Context: an optimization exercise on an open-source flow, tuned for small area and a short achievable clock period. The choices shown serve that exercise and are no tape-out recipe.
In this exercise RTL edits were held to simulation tests only and were not proved equivalent to the original.
Power and IR drop assume default switching activity.

## run A
// pow_5_pipe
module pow_5_pipe
(
    input             clock,
    input      [17:0] n,
    output reg [17:0] n_pow_5
);
Size: ~110 flip-flops, ~37 I/O pins.
clock: 6.4 ns
lec_check: 0
cap_margin: 20
core_margin: 2
core_utilization: 40
cts_buf_list: sky130_fd_sc_hd__clkbuf_4 sky130_fd_sc_hd__clkbuf_8
cts_cluster_diameter: 60
cts_cluster_size: 40
place_density: 0.8
setup_slack_margin: 4.2
slew_margin: 20
standard.sh (not shown) runs the stock make flow with config.mk's settings and CLKGATE_MAP_FILE= SYNTH_SCRIPT=/design/flow/synth_recipe.tcl, a recipe that flattens the netlist after the stock synthesis.
==> flow/flow/run.sh <==
#!/bin/bash
set -o pipefail
export BUFFER_PORTS_ARGS="-buffer_cell sky130_fd_sc_hd__buf_1"
export CTS_ARGS="-sink_clustering_enable -repair_clock_nets -dont_use_dummy_load -sink_clustering_size 40 -sink_clustering_max_diameter 60 -buf_list {sky130_fd_sc_hd__clkbuf_4 sky130_fd_sc_hd__clkbuf_8}"
bash standard.sh finish > standard.log 2>&1
#### Input delta (run B over run A)
- a change of PLACE_DENSITY from 0.8 to 0.75
### Flow results
Compare run B and run A | combinational power higher: run A
For run A, the worst setup path endpoint was t_3[16], unlike run B, where it was t_3[27].
Synthesis-to-layout area growth came out lower on run B than on run A.
Run B vs. run A: number of cells traversed by the worst register-to-register path went down 1; worst setup slack went down 35 ps; sequential share of layout area went up 0.59 points; final cell count without fillers went down 1.3%.
Between run B and run A, global-route usage is lower for run A, run B comes in above that.
Input-level comparison between run C and run B:
- swapping 4.2 for 4.3 in SETUP_SLACK_MARGIN
==> flow/run.sh (new file) <==
#!/bin/bash
# synth_recipe.tcl (not shown) runs the flow's synth.tcl, then flattens the netlist and writes it again
# the make line also repeats each setting of config.mk as NAME=value (left out here)
make -C /OpenROAD-flow-scripts/flow DESIGN_CONFIG=/design/flow/config.mk WORK_HOME=/design/flow/orfs CLKGATE_MAP_FILE= SYNTH_SCRIPT=/design/flow/synth_recipe.tcl finish
removed: flow/flow/run.sh
removed: flow/standard.sh
Notes after the runs:
- Re clock power share: run B and run C aren't equal, and the lower value belongs to run B.
- Run C vs run B — area of all placed cells without fillers rose about 3.7%.
- Run C reached the end of the flow, and the finished layout is clean on the timing, design-rule and antenna checks.
- Post-detailed-routing wire length (run C vs. run B) increases slightly
- Of run B and run C, the run reporting the lower number of non-clock buffers was run B.
- In the tables for run B and run C, sequential share of layout area reads higher with run B.
- Compared with run B, run C shows a lower number of vias per cell after detailed routing.

---

## red
Another version of the RTL of pow_5_pipe (not shown whole).
Size: about 570 cells after synthesis, ~110 flip-flops, roughly 5500 um^2 of cells after synthesis.
==> flow/config.mk <==
export PLATFORM = sky130hd
export DESIGN_NAME = pow_5_pipe
export DESIGN_NICKNAME = pow_5_pipe
export VERILOG_FILES = /design/flow/design.v
export SDC_FILE = /design/flow/constraint.sdc
export NUM_CORES = 4
export LEC_CHECK = 0
export CAP_MARGIN = 20
export CORE_MARGIN = 2
export CORE_UTILIZATION = 60
export CTS_BUF_LIST = sky130_fd_sc_hd__clkbuf_4 sky130_fd_sc_hd__clkbuf_8
export CTS_CLUSTER_DIAMETER = 60
export CTS_CLUSTER_SIZE = 40
export SETUP_SLACK_MARGIN = 4.5
export SLEW_MARGIN = 20
==> flow/constraint.sdc <==
create_clock -name core_clock -period 6.4 [get_ports {clock}]
set_input_delay 1.2800 -clock core_clock [delete_from_list [all_inputs] [get_ports {clock}]]
set_output_delay 1.2800 -clock core_clock [all_outputs]
set_load 0.01 [all_outputs]
run.sh (not shown) runs the stock make flow with config.mk's settings and CLKGATE_MAP_FILE= SYNTH_SCRIPT=/design/flow/synth_recipe.tcl, a recipe that flattens the netlist after the stock synthesis.
Stock flow here: none of the scripts above is used.
Edits applied to the flow inputs when going from red to blue:
- SETUP_SLACK_MARGIN now 4.3, was 4.5
- CORE_UTILIZATION now 40, was 60
### Flow results
| register-to-register slack | red vs blue | ≈ equal |. | setup slack | higher: red |. Post-route total power: blue vs red, no meaningful difference. Summary of blue over red: number of iterations in the first detailed-routing pass dropped 1, die area higher, non-clock buffer count in the final layout down about 20%. For number of top-level pins, blue and red come out practically identical. Going from red to blue, clock buffer and inverter area fraction after layout grows by 0.74 points.

## re-timing with driven ports
No port has a modelled driver above. Below, the same layouts with a new extraction and two added sets of constraints. Step 1 sets driving cells, clkbuf_16 on the clock port and buf_2 on the other inputs (assumed; they add their load-dependent delay and slew). Step 2 adds t to the input delays and takes it off the output delays; t is the mean of the earliest and latest rising clock arrival at the registers after step 1. Input paths then give back, and output paths get back, about the clock's delay inside the block. a / b / c = ideal ports / drivers / drivers and shift; a / b = the first two.
| run | shift t [ns] | setup WS [ns] | worst setup path at the end | slew at the worst register clock pin (ns) | worst data-port slew with drivers (ns) |
|---|---|---|---|---|---|
| run A | 0.395 | 4.216 / 4.216 / 4.216 | register to register | 0.10 / 0.10 | 0.03 |
| run B | 0.409 | 4.181 / 4.181 / 4.181 | register to register | 0.09 / 0.09 | 0.03 |
| run C | 0.406 | 4.137 / 4.137 / 4.137 | register to register | 0.10 / 0.10 | 0.04 |
| red | 0.454 | 4.182 / 4.182 / 4.182 | register to register | 0.07 / 0.07 | 0.04 |
| blue | 0.467 | 4.175 / 4.175 / 4.175 | register to register | 0.07 / 0.07 | 0.03 |
After both steps every run listed still meets setup and hold.
